What follows belongs to an exercise in optimizing a design on an open flow for a short achievable clock period and few clock cycles; a production flow would make more cautious choices. At most, simulation tests tie the RTL to the original design; equivalence was not proved. The RTL of run 1 was laid out without a check of its function. No activity file was given, so power comes from the tool's default toggle rates.

$ cat flow/design.v
module cpu(clk,reset,read_data,write_data,N,V,Z,mem_addr,mem_cmd);
input clk, reset;
input [15:0] read_data;
output reg [15:0] write_data;
output reg N, V, Z;
output reg [8:0] mem_addr;
output reg [1:0] mem_cmd;
reg [15:0] R0, R1, R2, R3, R4, R5, R6, R7;
reg [8:0] pc;                 
reg op_fetch;                 
reg op_load;                  
reg [7:0] m_sel;              
reg arr_fetch;                
reg arr_load;                 
reg [7:0] l_sel;
reg d_valid;
reg [15:0] d_ir;
reg d_wr, d_fwdok, d_hzsrc, d_and, d_add, d_cmp, d_inv, d_ldr, d_str, d_halt, d_movi;
reg [7:0] d_rdsel;            
reg [7:0] d_asrc, d_bsrc;     
reg d_hz;                     
reg dA_e, dA_w, dA_l, dB_e, dB_w, dB_l;   
reg [7:0] dA_r, dB_r;         
reg [7:0] e_wsel;             
reg [7:0] e_addsel;           
reg [7:0] e_rdsel;
reg e_and, e_cmp, e_ldr, e_str;
reg [15:0] e_A, e_B;
reg [15:0] e_g, e_p;           
reg [4:0] e_im5;
reg [15:0] a_sum;
reg [7:0] a_sel;
reg w_cmp, w_z, w_a15, w_b15;
reg fN, fV, fZ;               
reg halted;
function [7:0] onehot(input [2:0] x);
  onehot = 8'b1 << x;
endfunction
localparam FW = 16 + 13 + 24;    
function [FW-1:0] predecode(input [15:0] w);
  reg movi, mov, alu, add, cmp, andi, mvn, ldr, str, halt, usesA, usesB, wr;
  begin
    movi = w[15:13] == 3'b110 &  w[12];
    mov  = w[15:13] == 3'b110 & ~w[12];
    alu  = w[15:13] == 3'b101;
    add  = alu & w[12:11] == 2'b00;
    cmp  = alu & w[12:11] == 2'b01;
    andi = alu & w[12:11] == 2'b10;
    mvn  = alu & w[12:11] == 2'b11;
    ldr  = w[15:13] == 3'b011;
    str  = w[15:13] == 3'b100;
    halt = w[15:13] == 3'b111;
    usesA = add | cmp | andi | ldr | str;
    usesB = mov | alu | str;
    wr = movi | mov | add | andi | mvn;
    predecode = {w,
      wr, movi | mov | andi | mvn, add | ldr, andi, add | cmp, cmp, mvn, ldr, str, halt, movi, 2'b00,
      usesA ? onehot(w[10:8]) : 8'b0,
      usesB ? onehot(str ? w[7:5] : w[2:0]) : 8'b0,
      onehot(movi ? w[10:8] : w[7:5])};
  end
endfunction
localparam QN = 6;            
reg [FW-1:0] fq0;             
reg [15:0] fq [1:QN-1];       
reg [QN-1:0] qv;              
reg d_take;                   
reg d_load;                   
wire [FW-1:0] pd_in = predecode(read_data);
wire [FW-1:0] x = fq0;
integer k;
wire [15:0] x_ir = x[FW-1:FW-16];
wire x_wr = x[36], x_fwdok = x[35], x_hzsrc = x[34], x_and = x[33], x_add = x[32], x_cmp = x[31],
     x_inv = x[30], x_ldr = x[29], x_str = x[28], x_halt = x[27], x_movi = x[26];
wire [7:0] x_asrc = x[23:16], x_bsrc = x[15:8], x_rdsel = x[7:0];
wire d_adv = d_valid & d_take;   
wire kill = |((e_wsel | e_addsel) & m_sel);
wire arr_next = op_load & ~kill;
wire e1_fwd = d_valid & d_fwdok;           
wire e1_hz  = d_valid & d_hzsrc;           
wire tA_e = e1_fwd & |(x_asrc & d_rdsel);
wire tB_e = e1_fwd & |(x_bsrc & d_rdsel);
wire tA_w = ~tA_e & |(x_asrc & e_addsel);
wire tB_w = ~tB_e & |(x_bsrc & e_addsel);
wire tA_l = ~tA_e & ~tA_w & arr_next & |(x_asrc & m_sel);
wire tB_l = ~tB_e & ~tB_w & arr_next & |(x_bsrc & m_sel);
wire t_hz = (e1_hz & |((x_asrc | x_bsrc) & d_rdsel)) | (e_ldr & |((x_asrc | x_bsrc) & e_rdsel));
wire hA_w = |(d_asrc & e_addsel);
wire hB_w = |(d_bsrc & e_addsel);
wire hA_l = ~hA_w & arr_next & |(d_asrc & m_sel);
wire hB_l = ~hB_w & arr_next & |(d_bsrc & m_sel);
wire h_hz = e_ldr & |((d_asrc | d_bsrc) & e_rdsel);
function [15:0] ksadd(input [15:0] g0, input [15:0] p0);
  reg [15:0] g, p;
  integer i, d;
  begin
    g = g0;
    p = p0;
    for (d = 1; d < 16; d = d * 2)
      for (i = 15; i >= d; i = i - 1) begin
        g[i] = g[i] | (p[i] & g[i - d]);
        p[i] = p[i] & p[i - d];
      end
    ksadd = p0 ^ {g[14:0], 1'b0};
  end
endfunction
wire [15:0] sum = ksadd(e_g, e_p);
wire [15:0] e_fast = e_and ? e_g : e_p;   
wire [8:0] daddr = e_A[8:0] + {4'b0, e_im5};
wire [15:0] a_val = ({16{dA_e}} & e_fast) | ({16{dA_w}} & a_sum) | ({16{dA_l}} & read_data) |
  ({16{dA_r[0]}} & R0) | ({16{dA_r[1]}} & R1) | ({16{dA_r[2]}} & R2) | ({16{dA_r[3]}} & R3) |
  ({16{dA_r[4]}} & R4) | ({16{dA_r[5]}} & R5) | ({16{dA_r[6]}} & R6) | ({16{dA_r[7]}} & R7);
wire [15:0] b_val = ({16{dB_e}} & e_fast) | ({16{dB_w}} & a_sum) | ({16{dB_l}} & read_data) |
  ({16{dB_r[0]}} & R0) | ({16{dB_r[1]}} & R1) | ({16{dB_r[2]}} & R2) | ({16{dB_r[3]}} & R3) |
  ({16{dB_r[4]}} & R4) | ({16{dB_r[5]}} & R5) | ({16{dB_r[6]}} & R6) | ({16{dB_r[7]}} & R7);
reg [15:0] b_sh;
always @(*) begin
  case (d_ir[4:3])
    2'b00: b_sh = b_val;
    2'b01: b_sh = {b_val[14:0], 1'b0};
    2'b10: b_sh = {1'b0, b_val[15:1]};
    default: b_sh = {b_val[15], b_val[15:1]};
  endcase
end
wire [15:0] b_next = (d_inv ? ~b_sh : b_sh) | {8'b0, d_movi ? d_ir[7:0] : 8'b0};
wire [15:0] a_next = d_cmp ? ~a_val : a_val;
reg [QN-1:0] qv_n;
reg d_valid_n, d_hz_n, halted_n;
always @(*) begin
  qv_n = qv;
  if (d_load & ~arr_fetch) qv_n = qv >> 1;
  else if (arr_fetch & ~d_load) qv_n = {qv[QN-2:0], 1'b1};
  d_valid_n = d_take ? qv[0] : d_valid;
  d_hz_n = d_take ? t_hz : h_hz;
  halted_n = halted | (d_adv & d_halt);
  if (reset) begin
    qv_n = {QN{1'b0}};
    d_valid_n = 1'b0;
    d_hz_n = 1'b0;
    halted_n = 1'b0;
  end
end
always @(posedge clk) begin
  if (d_load) begin
    if (qv[1]) fq0 <= predecode(fq[1]);
    else if (arr_fetch) fq0 <= pd_in;
  end else if (arr_fetch & ~qv[0])
    fq0 <= pd_in;
  for (k = 1; k < QN; k = k + 1) begin
    if (d_load) begin
      if (k < QN - 1 && qv[k < QN - 1 ? k + 1 : QN - 1]) fq[k] <= fq[k < QN - 1 ? k + 1 : QN - 1];
      else if (arr_fetch & qv[k]) fq[k] <= read_data;
    end else if (arr_fetch & ~qv[k] & qv[k - 1])
      fq[k] <= read_data;
  end
  qv <= qv_n;
  d_valid <= d_valid_n;
  d_hz <= d_hz_n;
  halted <= halted_n;
  d_take <= ~d_valid_n | (~d_hz_n & ~halted_n);
  d_load <= (~d_valid_n | (~d_hz_n & ~halted_n)) & qv_n[0];
  if (d_take) begin
    d_ir <= x_ir;
    d_wr <= x_wr;
    d_fwdok <= x_fwdok;
    d_hzsrc <= x_hzsrc;
    d_and <= x_and;
    d_add <= x_add;
    d_cmp <= x_cmp;
    d_inv <= x_inv;
    d_ldr <= x_ldr;
    d_str <= x_str;
    d_halt <= x_halt;
    d_movi <= x_movi;
    d_rdsel <= x_rdsel;
    d_asrc <= x_asrc;
    d_bsrc <= x_bsrc;
    dA_e <= tA_e;
    dB_e <= tB_e;
    dA_w <= tA_w;
    dB_w <= tB_w;
    dA_l <= tA_l;
    dB_l <= tB_l;
    dA_r <= x_asrc & {8{~tA_e & ~tA_w & ~tA_l}};
    dB_r <= x_bsrc & {8{~tB_e & ~tB_w & ~tB_l}};
  end else begin
    dA_e <= 1'b0;
    dB_e <= 1'b0;
    dA_w <= hA_w;
    dB_w <= hB_w;
    dA_l <= hA_l;
    dB_l <= hB_l;
    dA_r <= d_asrc & {8{~hA_w & ~hA_l}};
    dB_r <= d_bsrc & {8{~hB_w & ~hB_l}};
  end
end
always @(posedge clk) begin
  if (reset) begin
    e_wsel <= 8'b0; e_addsel <= 8'b0; a_sel <= 8'b0; w_cmp <= 1'b0; e_and <= 1'b0; e_cmp <= 1'b0; e_ldr <= 1'b0; e_str <= 1'b0;
  end else begin
    e_wsel <= d_rdsel & {8{d_adv & d_wr & d_fwdok}};
    e_addsel <= d_rdsel & {8{d_adv & d_wr & ~d_fwdok}};
    a_sel <= e_addsel;
    w_cmp <= e_cmp;
    e_and <= d_adv & d_and;
    e_cmp <= d_adv & d_cmp;
    e_ldr <= d_adv & d_ldr;
    e_str <= d_adv & d_str;
  end
  e_rdsel <= d_rdsel;
  e_A <= a_next;
  e_B <= b_next;
  e_g <= a_next & b_next;
  e_p <= a_next ^ b_next;
  e_im5 <= d_ir[4:0];
end
wire w_r15 = ~a_sum[15];    
wire w_v = (w_a15 & w_b15 & ~w_r15) | ((w_a15 != w_b15) & (w_a15 == w_r15));
always @(posedge clk) begin
  if (e_wsel[0]) R0 <= e_fast; else if (a_sel[0]) R0 <= a_sum; else if (arr_load & l_sel[0]) R0 <= read_data;
  if (e_wsel[1]) R1 <= e_fast; else if (a_sel[1]) R1 <= a_sum; else if (arr_load & l_sel[1]) R1 <= read_data;
  if (e_wsel[2]) R2 <= e_fast; else if (a_sel[2]) R2 <= a_sum; else if (arr_load & l_sel[2]) R2 <= read_data;
  if (e_wsel[3]) R3 <= e_fast; else if (a_sel[3]) R3 <= a_sum; else if (arr_load & l_sel[3]) R3 <= read_data;
  if (e_wsel[4]) R4 <= e_fast; else if (a_sel[4]) R4 <= a_sum; else if (arr_load & l_sel[4]) R4 <= read_data;
  if (e_wsel[5]) R5 <= e_fast; else if (a_sel[5]) R5 <= a_sum; else if (arr_load & l_sel[5]) R5 <= read_data;
  if (e_wsel[6]) R6 <= e_fast; else if (a_sel[6]) R6 <= a_sum; else if (arr_load & l_sel[6]) R6 <= read_data;
  if (e_wsel[7]) R7 <= e_fast; else if (a_sel[7]) R7 <= a_sum; else if (arr_load & l_sel[7]) R7 <= read_data;
  a_sum <= sum;
  w_z <= &e_p;
  w_a15 <= ~e_A[15];
  w_b15 <= e_B[15];
  if (w_cmp) begin
    fZ <= w_z;
    fN <= w_r15;
    fV <= w_v;
  end
  Z <= w_cmp ? w_z : fZ;
  N <= w_cmp ? w_r15 : fN;
  V <= w_cmp ? w_v : fV;
end
wire fetch_ok = ~halted & ~(arr_fetch & op_fetch ? qv[QN-3] : (arr_fetch | op_fetch) ? qv[QN-2] : qv[QN-1]);
always @(posedge clk) begin
  if (reset) begin
    mem_cmd <= 2'b11;
    mem_addr <= 9'd0;
    pc <= 9'd1;
    op_fetch <= 1'b1;
    op_load <= 1'b0;
    arr_fetch <= 1'b0;
    arr_load <= 1'b0;
  end else begin
    arr_fetch <= op_fetch;
    arr_load <= arr_next;
    l_sel <= m_sel;
    m_sel <= e_rdsel;
    if (e_ldr | e_str) begin
      mem_addr <= daddr;
      mem_cmd <= e_str ? 2'b01 : 2'b11;
      op_fetch <= 1'b0;
      op_load <= e_ldr;
    end else if (fetch_ok) begin
      mem_addr <= pc;
      pc <= pc + 9'd1;
      mem_cmd <= 2'b11;
      op_fetch <= 1'b1;
      op_load <= 1'b0;
    end else begin
      mem_addr <= pc;
      mem_cmd <= 2'b00;
      op_fetch <= 1'b0;
      op_load <= 1'b0;
    end
  end
end
always @(posedge clk) write_data <= e_B;   
endmodule
$ cat flow/run.sh
#!/bin/bash
# synth_recipe.tcl (not shown) runs the flow's synth.tcl, then flattens the netlist and writes it again
# the make line also repeats each setting of config.mk as NAME=value (left out here)
make -C /OpenROAD-flow-scripts/flow DESIGN_CONFIG=/design/flow/config.mk WORK_HOME=/design/flow/orfs CLKGATE_MAP_FILE= SYNTH_SCRIPT=/design/flow/synth_recipe.tcl finish
$ cat flow/config.mk
export PLATFORM = sky130hd
export DESIGN_NAME = cpu
export DESIGN_NICKNAME = cpu
export VERILOG_FILES = /design/flow/design.v
export SDC_FILE = /design/flow/constraint.sdc
export NUM_CORES = 4
export LEC_CHECK = 0
export ABC_CLOCK_PERIOD_IN_PS = 1500
export CAP_MARGIN = 20
export CORE_MARGIN = 2
export CORE_UTILIZATION = 40
export SETUP_SLACK_MARGIN = 3.0
export SLEW_MARGIN = 20
$ cat flow/constraint.sdc
create_clock -name core_clock -period 5.0 [get_ports {clk}]
set_input_delay 1.0000 -clock core_clock [delete_from_list [all_inputs] [get_ports {clk}]]
set_output_delay 1.0000 -clock core_clock [all_outputs]
set_load 0.01 [all_outputs]
==> impl_metrics.ini, run 1 <==
[synth]
async_flop_share_pct = 0
synth_fa_ha_area_share_pct = 1.48
synth_mux_area_share_pct = 11.1
post_synth.cell_area_avg_um2 = 11.2
yosys_warnings = 2
synth_top_family_by_area = compound AO/OA/AOI/OAI gates
syn-num-nets = 2125
synthSimpleGateAreaFrac_pct = 9.61
synth-seq-cells = 501
synth_area_um2 = 23400
seq_area_frac_synth_pct = 56.2
synth-edff-count = 311
synth-main-ff-cell = edfxtp_1
synth_compound_area_share_pct = 16.2
synth_cell_types = 67
synth_cells = 2080
yosys.area_share.xor_xnor_pct = 1.91

[sta]
min_period_ns = 2.21
post-route-period-util_pct = 44.1
setup_viol = 0
max_slew_margin_pct = 36.0
fmax_mhz = 453
fin_skew_ns = 0.0187
tightest_slew_ns = 0.960
fin_setup_tns_ns = 0
drv_slew = 0
rsz0062_at_grt = yes
finalHoldViolations = 0

[final_layout]
stdcell_count = 2965
fin_nets = 2199
syn_to_final_growth_pct = 19.5
n_antenna_cell = 0
drive_above_1_share_pct = 23.7
fillers = 5208

[outcome]
outcome = timing/DRC/antenna clean

[grt]
first_global_vias = 17700
grt_use_total_pct = 25.7
grt_antenna_before_repair = 1
grt_pass1_wl_mm = 115
gr-total-overflow = 0
grt_max_degree = 43

[clock_network]
cts_tree = done
holdBufCountCts = 0
numCtsBuffers = 55
h-tree-depth = 2
clockBufferDepth = 3
clock-sinks = 501
clk_latency_ns = 0.62
path_clk_slew_ns = 0.06
clockRootBuffer = clkbuf_16

[hold_path]
hp-class = reg2reg
hold_path_depth = 0
hp-start = e_B[7]$_DFF_P_
min_to = write_data[7]$_DFF_P_

[place]
portBuffers = 47
dp_hpwl_mm = 49.6
gp_congestion = 0.904
placed_cells = 2770

[detailed_routing]
postRouteAntennaNets = 0
drtIter0Drc = 2389
drc = 0
wire_per_inst_um = 26.7
dr_wl_met2_mm = 35.8
highest_layer = met5
vias = 18300
wl_met1_mm = 30.6
wl_met3_mm = 8.20
routed_wl_mm = 79.1
vias_per_cell = 6.16
dr.pass1.iters = 6

[floorplanning]
die_w_um = 246
core_area_um2 = 57700
die_y_um = 246
io_pins = 48
die-area_um2 = 60400
start_util_pct = 40.5
rows = 88

[power_and_ir_drop]
combPwrFrac_pct = 31.1
seqPwrFrac_pct = 43.8
p_sw_mw = 6.00
power.internal_mw = 10.2
p_sw_share_pct = 37.1
total_leakage_power_nw = 9.63
ir_drop_v = 0.000323
powerDensity_nw_per_um2 = 580
clockPowerShare_pct = 25.2

[setup_path]
worstSetupPathType = reg2reg
reg2reg_to = e_p[6]$_DFF_P_
reg2reg_slack_ns = 2.79
r2r-start = e_and$_SDFF_PP0_
crit_path_end_kind = flip-flop
worstPathArrival_ns = 2.71
worstPathRequired_ns = 5.50
r2r_cells = 7
worstPathMaxFanout = 8
worstSetupStartpointType = flip-flop

[run]
drv_cap = 0
-- state kept, by name, summed over array words and instances, names as in the netlist, 9 cells and up --
signal,count
fq0,42
R2,16
e_p,16
fq,80
write_data,16
R3,16
R6,16
R0,16
R1,16
a_sum,16
e_A,10
mem_addr,9
R7,16
e_B,16
R5,16
e_g,16
pc,9
R4,16
-- placed cells by master (no fill, tap or decap), types with 13 or more instances in the layout --
cell       count
a211oi_4      15
o21ai_0      170
dfxtp_1      145
buf_2         26
nand2b_1      13
dfxtp_2       30
dfxtp_4       15
nor3_1        14
xnor2_1       16
buf_4        116
a211oi_1      14
inv_1         26
mux2i_1      153
edfxtp_1     311
mux2_2        65
o22ai_1       25
xor2_1        22
nor2b_1       18
nand3_1       26
buf_6         29
a22oi_1      169
a21oi_1       39
a22o_1        19
nand4_1       37
nor2_1        47
ha_1          15
clkbuf_1      15
and2_1        24
nand2_1      262
mux2_4        19
clkbuf_16     60
-- critical path, cell delays in order, from the launching register on --
cell,delay (ns)
dfxtp_4,0.39
buf_12,0.15
mux2_4,0.36
a211oi_4,0.38
mux2i_1,0.16
o21ai_2,0.17
mux2i_1,0.23
ha_1,0.25
-- layer usage --
metal / GRT usage (%) / up-vias
met5: 0 / -
li1: - / 7936
met3: 5.43 / 325
met2: 40.9 / 1203
met1: 33.0 / 8809
met4: 13.1 / 2
-- power by group through the flow --
stage,Clock [mW],Sequential [mW],Combinational (mW)
final,4.08,7.08,5.03
after floorplan,0,6.06,3.14
after CTS,4.13,6.99,4.60
after global routing,4.30,7.14,5.39
after global placement,0,7.06,3.89
after detailed placement,0,7.08,3.98
-- through the flow --
stage	setup WS (ns)	utilization (%)	hold WS (ns)	power [mW]	area, µm²
after global routing	2.70	48.4	0.328	16.8	27900
after CTS	2.75	47.4	0.325	15.7	27400
after detailed placement	1.48	42.8	0.312	11.1	24700
after global placement	1.46	42.8	0.312	10.9	24700
final	2.79	48.4	0.323	16.2	27900
after floorplan	2.50	-	0.310	9.20	23700
-- cells in the mapped netlist (6+ instances only) --
| master | count | area share [%] |
|---|---|---|
| o22ai_1 | 26 | 0.70 |
| edfxtp_1 | 311 | 40 |
| o21ai_0 | 177 | 3.8 |
| a22o_1 | 19 | 0.71 |
| a211oi_1 | 26 | 0.84 |
| nand4_1 | 37 | 0.99 |
| or3_1 | 8 | 0.21 |
| and2_1 | 24 | 0.64 |
| a21oi_1 | 43 | 0.92 |
| o31ai_1 | 7 | 0.22 |
| nand3_1 | 29 | 0.62 |
| xor2_1 | 31 | 1.2 |
| o32ai_1 | 6 | 0.22 |
| mux2_2 | 74 | 3.6 |
| a221oi_1 | 16 | 0.60 |
| a211o_1 | 9 | 0.34 |
| a31oi_1 | 12 | 0.32 |
| ha_1 | 26 | 1.4 |
| dfxtp_1 | 190 | 16 |
| mux2_4 | 10 | 0.64 |
| mux2i_1 | 161 | 6.9 |
| a21boi_0 | 6 | 0.19 |
| nand2b_1 | 13 | 0.35 |
| xnor2_1 | 18 | 0.67 |
| buf_2 | 19 | 0.41 |
| nand2_1 | 266 | 4.3 |
| o21ai_1 | 7 | 0.15 |
| nor3_1 | 15 | 0.32 |
| clkbuf_1 | 132 | 2.1 |
| and3_1 | 8 | 0.21 |
| inv_1 | 28 | 0.45 |
| nor2_1 | 49 | 0.79 |
| nor2b_1 | 19 | 0.51 |
| buf_1 | 13 | 0.21 |
| a22oi_1 | 179 | 5.8 |
-- worst max-delay path by stage --
stage,cells past startpoint,end,startpoint
after detailed placement,6,fq0[12]$_DFFE_PP_,read_data[14]
after floorplan,8,e_p[6]$_DFF_P_,read_data[5]
final,7,e_p[6]$_DFF_P_,e_and$_SDFF_PP0_
after global placement,6,fq0[12]$_DFFE_PP_,read_data[14]
after global routing,7,e_p[6]$_DFF_P_,e_and$_SDFF_PP0_
after CTS,5,e_p[6]$_DFF_P_,dA_r[0]$_DFF_P_
-- logic make-up after synthesis --
kind of cell	count (synthesis)
buf+inv	199
compound gates	570
simple gates	488
fa+ha+maj	27
mux	245
xor+xnor	50
flops	501
-- cell type report --
type	instances	area [µm²]	share of cell area (%)
Sequential cell	501	13200	47.4
Tap cell	765	957	3.43
Inverter	30	118	0.421
Clock buffer	87	1720	6.17
Timing Repair Buffer	186	1610	5.76
Multi-Input combinational cell	1380	10200	36.4
Clock inverter	16	105	0.376
-- repair_timing --
action                     in CTS  in global routing
setup buffers                  62                 29
gates cloned                    1                  0
setup endpoints to repair     260                132
pin swaps                      46                 51
gates resized for setup       322                 76
==> inputs of run 2 (changes only) <==
--- a/flow/design.v
+++ b/flow/design.v
@@ -28,3 +28,3 @@
 reg [15:0] e_A, e_B;
-reg [15:0] e_g, e_p;           
+reg [15:0] e_p;                 
 reg [4:0] e_im5;
@@ -106,2 +106,3 @@
 endfunction
+wire [15:0] e_g = e_A & e_B;
 wire [15:0] sum = ksadd(e_g, e_p);
@@ -126,2 +127,3 @@
 wire [15:0] a_next = d_cmp ? ~a_val : a_val;
+wire [15:0] p_next = a_val ^ b_sh ^ ({16{d_cmp ^ d_inv}} | {8'b0, d_movi ? d_ir[7:0] : 8'b0});
 reg [QN-1:0] qv_n;
@@ -212,4 +214,3 @@
   e_B <= b_next;
-  e_g <= a_next & b_next;
-  e_p <= a_next ^ b_next;
+  e_p <= p_next;
   e_im5 <= d_ir[4:0];
@@ -236,5 +237,5 @@
   end
-  Z <= w_cmp ? w_z : fZ;
-  N <= w_cmp ? w_r15 : fN;
-  V <= w_cmp ? w_v : fV;
+  Z <= (w_cmp & w_z) | (~w_cmp & fZ);
+  N <= (w_cmp & w_r15) | (~w_cmp & fN);
+  V <= (w_cmp & w_v) | (~w_cmp & fV);
 end
==> run 2 against run 1 <==
Still clean on timing, DRC and antenna. Area after synthesis is essentially flat. Cell count down 0.57%. Setup slack better by 0.14 ns. Maximum frequency rose by 7.0%. Core utilization is 0.47 points lower. Non-clock buffer count down 36. Sequential share of layout area fell by 0.10 points.
==> impl_metrics.ini, run 2 <==
[outcome]
outcome = timing/DRC/antenna clean

[place]
dp_hpwl_mm = 48.8
gp_congestion = 0.920
placed_cells = 2793
portBuffers = 47
pre_cts_slack_ns = 1.43
placed_cell_area_um2 = 24600

[final_layout]
largest_reg_flops = 80
reg.largest.list = fq x80, fq0 x42
utilization_pct = 47.9
n_antenna_cell = 0
drive_above_1_share_pct = 21.8
top_register = fq
fillers = 5211
design_area_um2 = 27600
stdcell_count = 2948
syn_to_final_growth_pct = 18.3
layout_commonest_cell = edfxtp_1
regArea_um2 = 13100
multi_input_area_um2 = 10200
fin_nets = 2168
mostFrequentLayoutCells = 311 x edfxtp_1, 252 x nand2_1, 170 x o21ai_0, 154 x a22oi_1, 143 x mux2i_1

[setup_path]
reg2reg_slack_ns = 2.94
worstSetupStartpointType = flip-flop
worstSetupPathType = reg2reg
r2r_cells = 8
worstPathArrival_ns = 2.61
worstPathMaxFanout = 3
worstPathRequired_ns = 5.55
crit_path_end_kind = flip-flop
reg2reg_to = a_sum[14]$_DFF_P_
r2r-start = e_A[0]$_DFF_P_

[synth]
synth_common_cells = 311 x edfxtp_1, 256 x nand2_1, 183 x dfxtp_1, 174 x o21ai_0, 161 x a22oi_1
yosys_warnings = 2
yosys.area.top_type = edfxtp_1
async_flop_share_pct = 0
post_synth.cell_area_avg_um2 = 11.1
seq_area_frac_synth_pct = 55.6
synth_top_area_share_pct = 40.0
syn-num-nets = 2128
synth-main-ff-cell = edfxtp_1
yosysMostFrequentCell = edfxtp_1
synth_cells = 2099
synth_cell_types = 72
synth-edff-count = 311
synth_area_um2 = 23400
synth_area_leaders = edfxtp_1 40%, dfxtp_1 16%, mux2i_1 6.4%
synth-seq-cells = 494

[detailed_routing]
drtIter0Drc = 2520
vias = 18200
postRouteAntennaNets = 0
routed_wl_mm = 78.5
dr.pass1.iters = 6
wire_per_inst_um = 26.6
drc = 0
vias_per_cell = 6.19

[floorplanning]
die_y_um = 246
rows = 88
die-area_um2 = 60400
core_area_um2 = 57700
start_util_pct = 40.5
die_w_um = 246
io_pins = 48

[sta]
finalHoldViolations = 0
setup_viol = 0
post-route-period-util_pct = 41.3
setup_ws_ns = 2.94
tightest_slew_ns = 1.12
drv_slew = 0
fin_skew_ns = 0.0189
rsz0062_at_grt = yes
fmax_mhz = 485
fin_setup_tns_ns = 0
max_slew_margin_pct = 25.3
min_period_ns = 2.06
whs_ns = 0.370

[clock_network]
clockBufferDepth = 3
clockRootBuffer = clkbuf_16
cts_tree = done
holdBufCountCts = 0
clk_latency_ns = 0.62
h-tree-depth = 2
clock-sinks = 494
path_clk_slew_ns = 0.06
numCtsBuffers = 54

[hold_path]
hold_path_depth = 0
min_to = write_data[0]$_DFF_P_
hp-class = reg2reg
hp-start = e_B[0]$_DFF_P_

[power_and_ir_drop]
total_leakage_power_nw = 9.43
ir_drop_v = 0.000349
finalPower_mw = 16.4
powerDensity_nw_per_um2 = 592

[grt]
busiest_layer = met2
grt_max_degree = 43
grt_pass1_wl_mm = 114
grt.met1_usage_pct = 33.2
grt_use_total_pct = 25.4
groute.layer.met3.usage_pct = 4.94
grt_antenna_before_repair = 1
first_global_vias = 17500
grt_use_met2_pct = 40.4
gr-total-overflow = 0

[run]
drv_cap = 0
==> run 2: how the worst max path moves through the flow <==
stage                                         to  slack [ns]  depth (start not counted)              startpoint
after floorplan               fq[1][0]$_DFFE_PP_        2.57                          4          d_load$_DFF_P_
after global placement          fq0[4]$_DFFE_PP_        1.54                          5           read_data[14]
after detailed placement        fq0[2]$_DFFE_PP_        1.43                          5           read_data[14]
after CTS                         write_data[15]        2.92                          1  write_data[15]$_DFF_P_
after global routing      mem_addr[8]$_SDFF_PP0_        2.86                          9          e_A[0]$_DFF_P_
final                          a_sum[14]$_DFF_P_        2.94                          8          e_A[0]$_DFF_P_
==> run 2: repair_timing <==
item	CTS	global route
resized for setup	272	98
gates cloned	3	1
endpoints found under the setup margin	266	167
buffers inserted	28	23
pin swaps	31	26
==> run 2: worst max-delay path, cell delays in order (launching register included) <==
cell	delay [ns]
dfxtp_4	0.36
and2_4	0.15
ha_4	0.16
a21oi_4	0.15
o221ai_4	0.13
a221o_2	0.40
a31oi_4	0.23
mux2i_1	0.26
nand2b_4	0.17
==> run 2: layout make-up <==
cell class | count | share of cell area [%]
clock buffer | 76 | 5.82
multi-input combinational | 1404 | 36.7
clock inverter | 24 | 1.10
tap | 765 | 3.46
sequential | 494 | 47.3
inverter | 35 | 0.489
timing repair buffer | 150 | 5.08
==> run 2: routing by layer <==
metal | vias to the layer above | wire (µm)
li1 | 7969 | -
met1 | 8786 | 31600
met5 | - | 0
met3 | 311 | 7460
met4 | 0 | 4110
met2 | 1173 | 35300
==> run 2: cell families (layout without fill, tap and decap cells) <==
kind of cell / count (synthesis) / in the layout / synth area share, %
compound gates: 584 / 584 / 17.1
simple gates: 503 / 503 / 10.1
flops: 494 / 494 / 55.6
mux: 223 / 223 / 9.94
buf+inv: 201 / 285 / 3.56
xor+xnor: 83 / 83 / 3.11
fa+ha+maj: 11 / 11 / 0.621
==> run 2: power by group <==
part / internal (mW) / leakage (nW) / switching (mW)
Sequential: 5.48 / 4.47 / 1.58
Clock: 2.60 / 0.944 / 1.69
Combinational: 2.19 / 4.02 / 2.85
Testbench counts of run 2, summed over its fixed seeds: cycles 11,711.
==> inputs of run 3 (changes only) <==
--- a/flow/design.v
+++ b/flow/design.v
@@ -30,2 +30,3 @@
 reg [4:0] e_im5;
+reg [8:0] e_ap;                
 reg [15:0] a_sum;
@@ -109,3 +110,4 @@
 wire [15:0] e_fast = e_and ? e_g : e_p;   
-wire [8:0] daddr = e_A[8:0] + {4'b0, e_im5};
+wire [15:0] daddr16 = ksadd({7'b0, e_A[8:0] & {4'b0, e_im5}}, {7'b0, e_ap});
+wire [8:0] daddr = daddr16[8:0];
 wire [15:0] a_val = ({16{dA_e}} & e_fast) | ({16{dA_w}} & a_sum) | ({16{dA_l}} & read_data) |
@@ -216,2 +218,3 @@
   e_im5 <= d_ir[4:0];
+  e_ap <= a_next[8:0] ^ {4'b0, d_ir[4:0]};
 end
--- a/flow/config.mk
+++ b/flow/config.mk
@@ -10,3 +10,4 @@
 export CORE_MARGIN = 2
-export CORE_UTILIZATION = 40
+export CORE_UTILIZATION = 60
+export PLACE_DENSITY = 0.75
 export SETUP_SLACK_MARGIN = 3.0
==> run 3 against run 2 <==
Global-route usage is 10 points higher. Sequential power down 11%. Clock skew rose by 0.018 ns. Sequential share of layout area up 1.3 points. Setup slack lost 0.021 ns. Design area decreased by 2.0%. Sequential cell count grew 5. Routed wire length decreased by 6.0%. Worst hold slack worse by 0.018 ns. Critical endpoint is now mem_addr[8]$_SDFF_PP0_.
==> impl_metrics.ini, run 3 <==
[outcome]
outcome = timing/DRC/antenna clean

[synth]
yosys.area.top_type = edfxtp_1
async_flop_share_pct = 0
synth_area_leaders = edfxtp_1 40%, dfxtp_1 16%, mux2i_1 6.3%
synth-edff-count = 311
yosys.area_share.xor_xnor_pct = 3.29
syn-num-nets = 2122
post_synth.cell_area_avg_um2 = 11.2
synth_top_family_by_area = compound AO/OA/AOI/OAI gates
synth_fa_ha_area_share_pct = 0.320
synth_area_um2 = 23400
synth_compound_area_share_pct = 17.4
yosysMostFrequentCell = edfxtp_1
yosys_warnings = 2
synth_common_cells = 311 x edfxtp_1, 259 x nand2_1, 188 x dfxtp_1, 176 x o21ai_0, 165 x a22oi_1
synth_cell_types = 69
synthSimpleGateAreaFrac_pct = 9.79
synth-main-ff-cell = edfxtp_1
seq_area_frac_synth_pct = 55.9
synth-seq-cells = 499
synth_top_area_share_pct = 39.8
synth_mux_area_share_pct = 9.64
synth_cells = 2098

[final_layout]
n_antenna_cell = 0
drive_above_1_share_pct = 20.9
fillers = 2767
reg.largest.list = fq x80, fq0 x42
mostFrequentLayoutCells = 311 x edfxtp_1, 256 x nand2_1, 169 x o21ai_0, 158 x a22oi_1, 148 x dfxtp_1
fin_nets = 2165
largest_reg_flops = 80
syn_to_final_growth_pct = 15.6
utilization_pct = 70.3
layout_commonest_cell = edfxtp_1
stdcell_count = 2702
top_register = fq

[hold_path]
hp-class = reg2reg
hold_path_depth = 0
hp-start = e_p[0]$_DFF_P_
min_to = a_sum[0]$_DFF_P_

[detailed_routing]
routed_wl_mm = 73.8
wire_per_inst_um = 27.3
dr.pass1.iters = 10
drtIter0Drc = 2262
vias_per_cell = 6.89
drc = 0
postRouteAntennaNets = 0
vias = 18600

[floorplanning]
start_util_pct = 60.8
io_pins = 48
die_y_um = 202
die_w_um = 202
die-area_um2 = 40700
rows = 72
core_area_um2 = 38600

[sta]
fin_setup_tns_ns = 0
rsz0062_at_grt = yes
setup_viol = 0
drv_slew = 0
fmax_mhz = 480
post-route-period-util_pct = 41.7
min_period_ns = 2.08
tightest_slew_ns = 1.10
finalHoldViolations = 0
fin_skew_ns = 0.0364
max_slew_margin_pct = 26.8

[power_and_ir_drop]
total_leakage_power_nw = 9.34
finalPower_mw = 13.6
powerDensity_nw_per_um2 = 501
ir_drop_v = 0.000281

[clock_network]
clk_latency_ns = 0.61
clockBufferDepth = 3
clockRootBuffer = clkbuf_16
clock-sinks = 499
numCtsBuffers = 51
path_clk_slew_ns = 0.06
h-tree-depth = 2
cts_tree = done

[setup_path]
worstPathArrival_ns = 2.58
slowest_stage = a222oi_1
worstPathMaxFanout = 4
r2r-start = e_A[0]$_DFF_P_
reg2reg_slack_ns = 2.92
worstSetupPathType = reg2reg
worstSetupStartpointType = flip-flop
crit_path_end_kind = flip-flop
crit_family = compound AO/OA/AOI/OAI gates
reg2reg_to = mem_addr[8]$_SDFF_PP0_
r2r_cells = 8
worstPathRequired_ns = 5.50
crit_chain = and2_1 -> ha_1 -> a21o_1 -> a222oi_1 -> nor3b_2 -> o2111ai_1 -> xor2_1 -> o21ai_1
slowest_delay_ns = 0.46
cp.buffers_inverters = 0

[grt]
grt_pass1_wl_mm = 109
grt_antenna_before_repair = 2
groute.layer.met3.usage_pct = 10.1
busiest_layer = met2
grt.met1_usage_pct = 44.6
grt_use_met2_pct = 56.9
gr-total-overflow = 0
first_global_vias = 17900
grt_use_total_pct = 35.7
grt_max_degree = 43

[place]
dp_hpwl_mm = 46.3
placed_cells = 2545
gp_congestion = 0.911
portBuffers = 47

[run]
drv_cap = 0
run 3: worst max path at each step:
stage	start	end	slack, ns	cells after the start
floorplan	d_load$_DFF_P_	fq[1][0]$_DFFE_PP_	2.61	4
global placement	read_data[13]	fq0[11]$_DFFE_PP_	1.70	5
detailed placement	read_data[13]	fq0[11]$_DFFE_PP_	1.60	5
CTS	e_A[0]$_DFF_P_	a_sum[12]$_DFF_P_	2.91	9
global route	e_A[0]$_DFF_P_	a_sum[12]$_DFF_P_	2.87	9
finish	e_A[0]$_DFF_P_	mem_addr[8]$_SDFF_PP0_	2.92	8
run 3: timing repair:
item,4_1_cts,5_1_grt
cloned,1,0
gates resized for setup,253,80
hold endpoints to repair,0,0
endpoints found under the setup margin,276,125
pin swaps,31,34
setup buffers,28,32
hold buffers,0,0
run 3: metrics by stage:
step | hold slack [ns] | setup WS (ns) | area, µm²
2_1_floorplan | 0.331 | 2.61 | 23700
4_1_cts | 0.351 | 2.91 | 26600
3_3_place_gp | 0.339 | 1.70 | 24400
6_report | 0.352 | 2.92 | 27100
3_5_place_dp | 0.344 | 1.60 | 24400
5_1_grt | 0.359 | 2.87 | 27100
run 3: final cells by class:
cell class,instances,area (µm²),share of cell area (%)
inverter,36,140,0.517
clock buffer,74,1570,5.80
clock inverter,22,190,0.702
timing repair buffer,158,1380,5.09
sequential,499,13200,48.6
tap,518,648,2.39
multi-input combinational,1395,9990,36.9
run 3: logic make-up (layout without fill, tap and decap cells):
logic type | Yosys count | count (layout)
compound gates | 595 | 595
fa+ha+maj | 6 | 6
flops | 499 | 499
mux | 217 | 217
xor+xnor | 88 | 88
simple gates | 489 | 489
buf+inv | 204 | 290
run 3: routing by layer:
metal / wire [µm] / share of wire, % / vias to the layer above
li1: - / - / 7986
met1: 26200 / 36 / 8842
met2: 33600 / 46 / 1412
met3: 9400 / 13 / 370
met4: 4500 / 6.1 / 2
met5: 12 / 0.016 / -
run 3: power by group:
group	leakage (nW)	switching (mW)	internal, mW	total (mW)
sequential	4.52	1.11	5.17	6.28
combinational	3.94	1.94	1.42	3.36
clock	0.874	1.64	2.30	3.94
run 3: worst reg2reg max path, stage by stage, from the launching register on:
cell,delay (ns)
dfxtp_4,0.35
and2_1,0.14
ha_1,0.17
a21o_1,0.19
a222oi_1,0.46
nor3b_2,0.13
o2111ai_1,0.23
xor2_1,0.21
o21ai_1,0.09
Testbench counts of run 3, summed over its fixed seeds: cycles 11,711.
==> inputs of run 4 (changes only) <==
--- a/flow/config.mk
+++ b/flow/config.mk
@@ -10,4 +10,3 @@
 export CORE_MARGIN = 2
-export CORE_UTILIZATION = 60
-export PLACE_DENSITY = 0.75
+export CORE_UTILIZATION = 40
 export SETUP_SLACK_MARGIN = 3.0
==> run 4 against run 3 <==
Register-to-register slack gained 0.11 ns. Power grew 1.1%. Via count shrank 2.2%. Design area grew 1.6%. Cell count grew 9.2%. Sequential share of layout area shrank 0.72 points. Maximum frequency grew 1.4%. Routed wire length grew 6.2%. Synthesized cell count is the same. Largest cell class unchanged. Largest power group unchanged. Highest routed layer is now met4.
==> impl_metrics.ini, run 4 <==
[outcome]
outcome = timing/DRC/antenna clean

[grt]
first_global_vias = 17700
gr-total-overflow = 0
busiest_layer = met2
grt_pass1_wl_mm = 115
grt_use_met2_pct = 41.0
grt_max_degree = 43
grt_use_total_pct = 25.4
grt.met1_usage_pct = 32.6
groute.layer.met3.usage_pct = 5.36
grt_antenna_before_repair = 1

[final_layout]
largest_reg_flops = 80
layout_commonest_cell = edfxtp_1
fin_nets = 2165
stdcell_count = 2950
reg.largest.list = fq x80, fq0 x42
mostFrequentLayoutCells = 311 x edfxtp_1, 258 x nand2_1, 172 x o21ai_0, 159 x a22oi_1, 150 x dfxtp_1
drive_above_1_share_pct = 21.4
syn_to_final_growth_pct = 17.4
n_antenna_cell = 0
utilization_pct = 47.6
top_register = fq

[place]
portBuffers = 47
dp_hpwl_mm = 48.3
placed_cells = 2785
gp_congestion = 0.907
pre_cts_slack_ns = 1.49

[clock_network]
path_clk_slew_ns = 0.06
h-tree-depth = 2
clock-sinks = 499
cts_tree = done
clockRootBuffer = clkbuf_16
clk_latency_ns = 0.63
holdBufCountCts = 0
clockBufferDepth = 3
numCtsBuffers = 54

[floorplanning]
core_area_um2 = 57800
die_y_um = 246
io_pins = 48
die-area_um2 = 60500
rows = 88
start_util_pct = 40.5
die_w_um = 246

[run]
drv_cap = 0

[setup_path]
crit_path_end_kind = output pin
reg2reg_to = e_p[6]$_DFF_P_
worstPathMaxFanout = 2
worstSetupStartpointType = flip-flop
reg2reg_slack_ns = 3.03
worstPathArrival_ns = 1.06
crit_chain = buf_6
crit_family = flip-flops
r2r-start = dA_r[4]$_DFF_P_
worstSetupPathType = reg2out
slowest_delay_ns = 0.32
slowest_stage = dfxtp_2
worstPathRequired_ns = 4.00
r2r_cells = 6
cp.buffers_inverters = 1

[sta]
whs_ns = 0.364
tightest_slew_ns = 1.05
min_period_ns = 2.06
drv_slew = 0
fin_skew_ns = 0.0331
fmax_mhz = 487
setup_viol = 0
fin_setup_tns_ns = 0
max_slew_margin_pct = 29.8
rsz0062_at_grt = yes
post-route-period-util_pct = 41.1
finalHoldViolations = 0
setup_ws_ns = 2.94

[power_and_ir_drop]
clockPowerShare_pct = 29.9
ir_drop_v = 0.000304
power.internal_mw = 8.99
powerDensity_nw_per_um2 = 499
p_sw_mw = 4.75
total_leakage_power_nw = 9.39
p_sw_share_pct = 34.6
seqPwrFrac_pct = 46.3
combPwrFrac_pct = 23.8

[synth]
async_flop_share_pct = 0
synth_common_cells = 311 x edfxtp_1, 259 x nand2_1, 188 x dfxtp_1, 176 x o21ai_0, 165 x a22oi_1
synth_area_leaders = edfxtp_1 40%, dfxtp_1 16%, mux2i_1 6.3%
synth_cell_types = 69
yosys.area.top_type = edfxtp_1
yosysMostFrequentCell = edfxtp_1
synth-seq-cells = 499
post_synth.cell_area_avg_um2 = 11.2
synth-main-ff-cell = edfxtp_1
seq_area_frac_synth_pct = 55.9
synth_area_um2 = 23400
synth_top_area_share_pct = 39.8
yosys_warnings = 2
synth-edff-count = 311
syn-num-nets = 2122
synth_cells = 2098

[detailed_routing]
routed_wl_mm = 78.4
vias_per_cell = 6.17
wire_per_inst_um = 26.6
drc = 0
drtIter0Drc = 2524
dr.pass1.iters = 6
postRouteAntennaNets = 0
vias = 18200

[hold_path]
hp-class = reg2reg
hold_path_depth = 0
min_to = a_sum[0]$_DFF_P_
hp-start = e_p[0]$_DFF_P_
[run 4: what timing repair did]
action                                  4_1_cts  5_1_grt
cloned                                        3        1
endpoints found under the setup margin      247      152
pin swaps                                    28       32
gates resized for setup                     260       74
setup buffers                                33       28
[run 4: final cells by class]
type | count | area (µm²)
Clock buffer | 74 | 1640
Clock inverter | 26 | 204
Fill cell | 5195 | 30300
Inverter | 36 | 140
Multi-Input combinational cell | 1395 | 10000
Sequential cell | 499 | 13200
Tap cell | 765 | 957
Timing Repair Buffer | 154 | 1350
Timing Repair inverter | 1 | 5.00
[run 4: metal layers]
layer	up-vias	share of wire [%]
met4	0	5.1
li1	7984	-
met3	286	10
met5	-	0
met2	1105	46
met1	8823	39
[run 4: how the worst max path moves through the flow]
stage | from | end | slack (ns) | cells after the start
after CTS | fq[1][14]$_DFFE_PP_ | fq0[11]$_DFFE_PP_ | 2.89 | 5
after detailed placement | read_data[13] | fq0[11]$_DFFE_PP_ | 1.49 | 5
after floorplan | d_load$_DFF_P_ | fq[1][0]$_DFFE_PP_ | 2.61 | 4
final | write_data[15]$_DFF_P_ | write_data[15] | 2.94 | 1
after global placement | read_data[13] | fq0[11]$_DFFE_PP_ | 1.58 | 5
after global routing | qv[1]$_SDFFE_PP0P_ | fq0[13]$_DFFE_PP_ | 2.89 | 7
[run 4: per-stage QoR]
stage | power (mW) | cell area [µm²]
CTS | 13.5 | 27000
finish | 13.7 | 27500
detailed placement | 9.22 | 24700
global placement | 9.17 | 24700
floorplan | 7.96 | 23700
global route | 14.3 | 27500
[run 4: power by group through the flow]
stage               clock network, mW  registers, mW  logic [mW]
finish                           4.11           6.36        3.26
detailed placement                  0           6.35        2.87
global placement                    0           6.34        2.82
CTS                              4.16           6.28        3.02
global route                     4.31           6.41        3.54
floorplan                           0           5.59        2.36
[run 4: kinds of logic (layout without fill, tap and decap cells)]
logic type,count (synthesis),count (layout),synth area share [%]
adder cells (fa/ha/maj),6,6,0.320
AO/OA/AOI/OAI,595,595,17.4
multiplexers,217,217,9.64
AND/OR/NAND/NOR,489,489,9.79
XOR/XNOR,88,88,3.29
flip-flops,499,499,55.9
buffers and inverters,204,291,3.63
==> inputs of run 5 (changes only) <==
--- a/flow/config.mk
+++ b/flow/config.mk
@@ -11,2 +11,4 @@
 export CORE_UTILIZATION = 40
+export CTS_CLUSTER_DIAMETER = 60
+export CTS_CLUSTER_SIZE = 30
 export SETUP_SLACK_MARGIN = 3.0
==> run 5 against run 4 <==
Critical path type is now reg2reg. Global-route usage decreased by 0.063 points. Synthesized cell count unchanged. Area after synthesis stayed put. Combinational power grew 2%. Power fell by 4.2%. Setup slack gained 0.014 ns. Non-clock buffer count rose by 13. Count of clock-buffer cells in the layout down 31.
==> impl_metrics.ini, run 5 <==
[hold_path]
hp-class = reg2reg

[floorplanning]
rows = 88
start_util_pct = 40.5
io_pins = 48
die_w_um = 246
core_area_um2 = 57800
die-area_um2 = 60500
die_y_um = 246

[detailed_routing]
postRouteAntennaNets = 0
drc = 0
drtIter0Drc = 2383
vias = 18200
routed_wl_mm = 78.0
dr.pass1.iters = 8
wire_per_inst_um = 26.6
vias_per_cell = 6.21

[sta]
post-route-period-util_pct = 40.8
fin_skew_ns = 0.0368
min_period_ns = 2.04
max_slew_margin_pct = 33.4
fin_setup_tns_ns = 0
drv_slew = 0
setup_viol = 0
setup_ws_ns = 2.96
rsz0062_at_grt = yes
finalHoldViolations = 0
tightest_slew_ns = 0.997
fmax_mhz = 490

[grt]
grt_use_total_pct = 25.4
grt_antenna_before_repair = 4
gr-total-overflow = 0
first_global_vias = 17600
grt_pass1_wl_mm = 115
grt_max_degree = 43

[clock_network]
holdBufCountCts = 0
cts_tree = done
clockBufferDepth = 3
numCtsBuffers = 39
path_clk_slew_ns = 0.10
clockRootBuffer = clkbuf_16
clk_latency_ns = 0.61
clock-sinks = 499
h-tree-depth = 2

[setup_path]
worstPathRequired_ns = 5.48
crit_path_end_kind = flip-flop
worstSetupPathType = reg2reg
slowest_stage = nor3_4
cp_common_cell = buf_4
worstPathMaxFanout = 34
crit_family = simple AND/OR/NAND/NOR gates
slowest_delay_ns = 0.43
worstSetupStartpointType = flip-flop
cp.buffers_inverters = 2
worstPathArrival_ns = 2.53
crit_chain = buf_4 -> o21ai_0 -> nand4_1 -> nor3_4 -> buf_4 -> a21boi_4 -> a22o_1

[synth]
synth-seq-cells = 499
synth_cells = 2098
async_flop_share_pct = 0
synth-main-ff-cell = edfxtp_1
synth_cell_types = 69
syn-num-nets = 2122
synth_area_um2 = 23400
post_synth.cell_area_avg_um2 = 11.2
synth_common_cells = 311 x edfxtp_1, 259 x nand2_1, 188 x dfxtp_1, 176 x o21ai_0, 165 x a22oi_1
seq_area_frac_synth_pct = 55.9
synth-edff-count = 311
yosys.area.top_type = edfxtp_1
yosysMostFrequentCell = edfxtp_1
synth_area_leaders = edfxtp_1 40%, dfxtp_1 16%, mux2i_1 6.3%
synth_top_area_share_pct = 39.8
yosys_warnings = 2

[final_layout]
layout_commonest_cell = edfxtp_1
n_antenna_cell = 0
fillers = 5224
top_register = fq
largest_reg_flops = 80
utilization_pct = 47.2
mostFrequentLayoutCells = 311 x edfxtp_1, 256 x nand2_1, 171 x o21ai_0, 158 x a22oi_1, 147 x dfxtp_1
fin_nets = 2163
syn_to_final_growth_pct = 16.4
reg.largest.list = fq x80, fq0 x42
drive_above_1_share_pct = 21.5

[place]
dp_hpwl_mm = 48.3
pre_cts_slack_ns = 1.49
gp_congestion = 0.907
portBuffers = 47

[power_and_ir_drop]
ir_drop_v = 0.000333
total_leakage_power_nw = 9.25
powerDensity_nw_per_um2 = 483
finalPower_mw = 13.2

[run]
drv_cap = 0

[outcome]
outcome = timing/DRC/antenna clean
run 5: cell counts after synthesis:
No cell type changed its count.
run 5: worst register-to-register path, cell delays in order, from the launching register on:
cell and delay (ns):
dfxtp_1 0.31, buf_4 0.26, o21ai_0 0.22, nand4_1 0.22, nor3_4 0.43, buf_4 0.20, a21boi_4 0.08, a22o_1 0.20
run 5: cell type report:
type	instances	area, µm²	share of cell area, %
Clock buffer	43	1050	3.87
Timing Repair Buffer	167	1460	5.34
Tap cell	765	957	3.51
Clock inverter	28	350	1.28
Multi-Input combinational cell	1395	10100	37.1
Inverter	36	140	0.514
Timing Repair inverter	1	7.51	0.0275
Sequential cell	499	13200	48.4
run 5: what timing repair did:
action,4_1_cts,5_1_grt
endpoints found under the setup margin,293,145
buffers inserted,38,37
pin swaps,28,39
gates resized for setup,268,99
gates cloned,3,0
run 5: stage by stage:
step / instance area, µm² / hold WS (ns) / std cells
after floorplan: 23700 / 0.331 / 2098
after global placement: 24700 / 0.341 / 2785
after detailed placement: 24700 / 0.360 / 2785
after CTS: 26700 / 0.372 / 2897
after global routing: 27300 / 0.385 / 2934
final: 27300 / 0.371 / 2934
run 5: logic make-up (layout without fill, tap and decap cells):
family | count (synthesis) | count (layout) | synth area share, %
AO/OA/AOI/OAI | 595 | 595 | 17.4
adder cells (fa/ha/maj) | 6 | 6 | 0.320
AND/OR/NAND/NOR | 489 | 489 | 9.79
multiplexers | 217 | 217 | 9.64
flip-flops | 499 | 499 | 55.9
buffers and inverters | 204 | 275 | 3.63
XOR/XNOR | 88 | 88 | 3.29
run 5: report_power, final:
| group | leakage (nW) | switching (mW) | internal [mW] |
|---|---|---|---|
| Clock | 0.688 | 1.73 | 1.74 |
| Combinational | 4.04 | 1.88 | 1.45 |
| Sequential | 4.52 | 1.19 | 5.16 |
| Total | 9.25 | 4.80 | 8.36 |
run 5: worst paths after layout:
kind / start / to / slack (ns) / cells past startpoint
max: e_wsel[3]$_SDFF_PP0_ / dB_r[1]$_DFF_P_ / 2.96 / 7
min: e_B[15]$_DFF_P_ / write_data[15]$_DFF_P_ / 0.37 / 0
max reg2reg: e_wsel[3]$_SDFF_PP0_ / dB_r[1]$_DFF_P_ / 2.96 / 7
min reg2reg: e_B[15]$_DFF_P_ / write_data[15]$_DFF_P_ / 0.37 / 0
run 5: layer usage:
layer  routed length [µm]  global-route usage, %
met1                30300                   32.9
met2                35700                   40.5
met3                 8180                   5.53
met4                 3840                   11.4
met5                    0                      0

port drivers added, routing unchanged:
In the flow no input, the clock included, has a driving cell. The finished layouts below were timed again as built, in two steps. Step 1: set_driving_cell puts a clkbuf_16 on clk and a buf_2 on each other input, an assumption about the parent block. Step 2 adds t to the input delays and takes it off the output delays; t is the mean of the earliest and latest rising clock arrival at the registers after step 1. Input paths then give back, and output paths get back, about the clock's delay inside the block. a / b / c = ideal ports / drivers / drivers and shift; a / b = the first two.
| run | t (ns) | setup slack, ns | worst setup path at the end | clock arrival spread, ns | slew at the worst register clock pin (ns) |
|---|---|---|---|---|---|
| run 1 | 0.665 | 2.793 / 2.793 / 2.187 | input to register | 0.021 / 0.021 | 0.06 / 0.06 |
| run 2 | 0.665 | 2.937 / 2.894 / 2.399 | input to register | 0.021 / 0.021 | 0.07 / 0.07 |
| run 3 | 0.653 | 2.916 / 2.892 / 2.349 | input to register | 0.038 / 0.037 | 0.07 / 0.07 |
| run 4 | 0.673 | 2.945 / 2.885 / 2.358 | input to register | 0.035 / 0.036 | 0.07 / 0.07 |
| run 5 | 0.641 | 2.959 / 2.904 / 2.389 | input to register | 0.040 / 0.040 | 0.10 / 0.10 |
After both steps every run listed still meets setup and hold. For run 1, which loses most, drivers alone change the setup slack by 0.000 ns; drivers and shift together by -0.606 ns.
